Context: an optimization exercise on an open-source flow, tuned for small area, a short achievable clock period and few clock cycles per item. The choices shown serve that exercise and are no tape-out recipe.
Where RTL was checked, it was by simulation tests only, not by an equivalence proof against the original.

Design systolic_array_top, start of the top module:
module systolic_array_top #(
    parameter DATAWIDTH = 16,
    parameter N_SIZE = 3
) (
    input  logic clk,
    input  logic rst_n,
    input  logic valid_in,
    input  logic [N_SIZE*DATAWIDTH-1:0] matrix_a_in,    
    input  logic [N_SIZE*DATAWIDTH-1:0] matrix_b_in,    
    output logic valid_out,
    output logic [N_SIZE*DATAWIDTH*2-1:0] matrix_c_out
);
Size: ~4200 cells after synthesis, ~560 flip-flops, ~41000 um2 of cells after synthesis.
Settings: LEC_CHECK=0, CAP_MARGIN=20, CORE_MARGIN=2, CORE_UTILIZATION=40, SLEW_MARGIN=20; clock period 10.0 ns.
standard.sh (not shown) runs the stock make flow with config.mk's settings and CLKGATE_MAP_FILE= SYNTH_SCRIPT=/design/flow/synth_recipe.tcl, a recipe that flattens the netlist after the stock synthesis.
==> flow/flow/run.sh <==
#!/bin/bash
# The standard layout, with timing repair aiming at a 3.2 ns period (setup
# margin 6.8 ns on the 10 ns clock) instead of the 10 ns period itself, the
# port buffers made with buf_2 cells, and repair_design aiming at the
# library's own slew and capacitance limits (no extra margin).
set -euo pipefail
bash standard.sh finish SETUP_SLACK_MARGIN=6.8 "BUFFER_PORTS_ARGS=-buffer_cell sky130_fd_sc_hd__buf_2" CAP_MARGIN=0 SLEW_MARGIN=0 > flow.log 2>&1
The starting point finished clean.
Testbench counts at the start, summed over its fixed seeds: cycles 3,840, items 320.
Rerun with:
==> flow/flow/run.sh (replaced) <==
#!/bin/bash
# The standard layout, with timing repair aiming at a 3.1 ns period (setup
# margin 6.9 ns on the 10 ns clock) instead of the 10 ns period itself, the
# port buffers made with buf_2 cells, and larger clock-sink clusters.
set -euo pipefail
bash standard.sh finish SETUP_SLACK_MARGIN=6.9 "BUFFER_PORTS_ARGS=-buffer_cell sky130_fd_sc_hd__buf_2" CTS_CLUSTER_SIZE=24 CTS_CLUSTER_DIAMETER=80 > flow.log 2>&1
Worst hold slack loses 0.0032 ns.
First-iteration DRC count is higher by about 10%.
Sequential cell count stays the same.
Rerun with:
==> flow/flow/run.sh (replaced) <==
#!/bin/bash
# The standard layout, with timing repair aiming at a 3.2 ns period (setup
# margin 6.8 ns on the 10 ns clock) instead of the 10 ns period itself, the
# port buffers made with buf_2 cells, and Yosys's area-oriented ABC script.
set -euo pipefail
bash standard.sh finish SETUP_SLACK_MARGIN=6.8 "BUFFER_PORTS_ARGS=-buffer_cell sky130_fd_sc_hd__buf_2" ABC_AREA=1 > flow.log 2>&1
- cell area goes up by 16%
- wire length grows by 39%
- non-clock buffer count grows by 106
- synthesized area rose by 15%

========
Another version of the RTL of systolic_array_top (not shown whole).
Size in the first run: about 3,700 cells after synthesis, about 200 I/O pins.
## systolic_array_top
module systolic_array_top #(
    parameter DATAWIDTH = 16,
    parameter N_SIZE = 3
) (
    input  logic clk,
    input  logic rst_n,
    input  logic valid_in,
    input  logic [N_SIZE*DATAWIDTH-1:0] matrix_a_in,    
    input  logic [N_SIZE*DATAWIDTH-1:0] matrix_b_in,    
    output logic valid_out,
    output logic [N_SIZE*DATAWIDTH*2-1:0] matrix_c_out
);
clock: 10.0 ns
lec_check: 0
cap_margin: 20
core_margin: 2
core_utilization: 40
slew_margin: 20
==> flow/flow/run.sh <==
#!/bin/bash
# The standard layout, with timing repair aiming at a 3.5 ns period (setup
# margin 6.5 ns on the 10 ns clock) and denser placement.
set -euo pipefail
bash standard.sh finish SETUP_SLACK_MARGIN=6.5 PLACE_DENSITY=0.75 CORE_UTILIZATION=55 > flow.log 2>&1
==> next run, changes <==
==> flow/flow/run.sh (replaced) <==
#!/bin/bash
# The standard layout, with timing repair aiming at a 3.5 ns period (setup
# margin 6.5 ns on the 10 ns clock) instead of the 10 ns period itself.
set -euo pipefail
bash standard.sh finish SETUP_SLACK_MARGIN=6.5 > flow.log 2>&1
Result: Global-route usage falls by 7.2 points. Register-to-register slack gets better by 270 ps.
==> next run, changes <==
==> flow/flow/run.sh (replaced) <==
#!/bin/bash
# The standard layout, with timing repair aiming at a 3.0 ns period (setup
# margin 7 ns on the 10 ns clock) instead of the 10 ns period itself.
set -euo pipefail
bash standard.sh finish SETUP_SLACK_MARGIN=7 > flow.log 2>&1
The changed run ran to the end with no violations.
Global-route usage climbs by 2.0 points.
Core utilization rises by 2.8 points.
Cell count went up by 1.0%.
Setup slack degrades by 180 ps.
Sequential share of layout area falls by 1.1 points.
Die area is unchanged.
Hold slack is better by 7.0 ps.
Sequential cell count is unchanged.
Final area rose by 5.6%.
==> next run, changes <==
==> flow/flow/run.sh (replaced) <==
#!/bin/bash
# The standard layout, with timing repair aiming at a 3.5 ns period (setup
# margin 6.5 ns on the 10 ns clock) instead of the 10 ns period itself, and
# the port buffers made with buf_2 cells.
set -euo pipefail
bash standard.sh finish SETUP_SLACK_MARGIN=6.5 "BUFFER_PORTS_ARGS=-buffer_cell sky130_fd_sc_hd__buf_2" > flow.log 2>&1
Core utilization drops by 4.2 points.
Routed wire length drops by about 10%.
Worst setup slack improves by 150 ps.
Via count drops by about 4.6%.
Synthesized area is unchanged.
Synthesized cell count does not change.
Count of clock-buffer cells in the layout drops by 6.
No run of this note included a check of the RTL's function; only the layout flow was run.

what the ideal ports hide:
In the flow no input, the clock included, has a driving cell. The finished layouts below were timed again as built, in two steps. Step 1, drivers: a clkbuf_16 drives clk and a buf_2 each remaining input, both assumed. Step 2 moves the port delays by t, midway between the first and last clock arrival at a register: inputs arrive t later, outputs are due t later. That takes back most of the time a late clock gives input paths. Three values: no drivers, after step 1, after step 2; two values: the first two.
run | t (ns) | setup slack, ns | worst setup path after step 2 | worst register clock-pin slew, ns
the first run of note 1 | 0.725 | 6.832 / 6.755 / 6.842 | register to register | 0.07 / 0.07
the second run of note 1 | 0.706 | 6.853 / 6.782 / 6.909 | register to register | 0.10 / 0.10
the third run of note 1 | 0.746 | 6.747 / 6.747 / 6.617 | input to register | 0.07 / 0.07
the first run of note 2 | 0.730 | 6.030 / 6.030 / 6.030 | register to register | 0.07 / 0.07
the second run of note 2 | 0.701 | 6.296 / 6.296 / 6.056 | input to register | 0.07 / 0.07
the third run of note 2 | 0.700 | 6.111 / 6.111 / 6.111 | register to register | 0.07 / 0.07
the fourth run of note 2 | 0.741 | 6.262 / 6.262 / 6.075 | input to register | 0.07 / 0.07
After both steps every run listed still meets setup and hold. The setup slack of the second run of note 2, which loses most, moves by 0.000 ns with the drivers and by -0.240 ns with both steps.
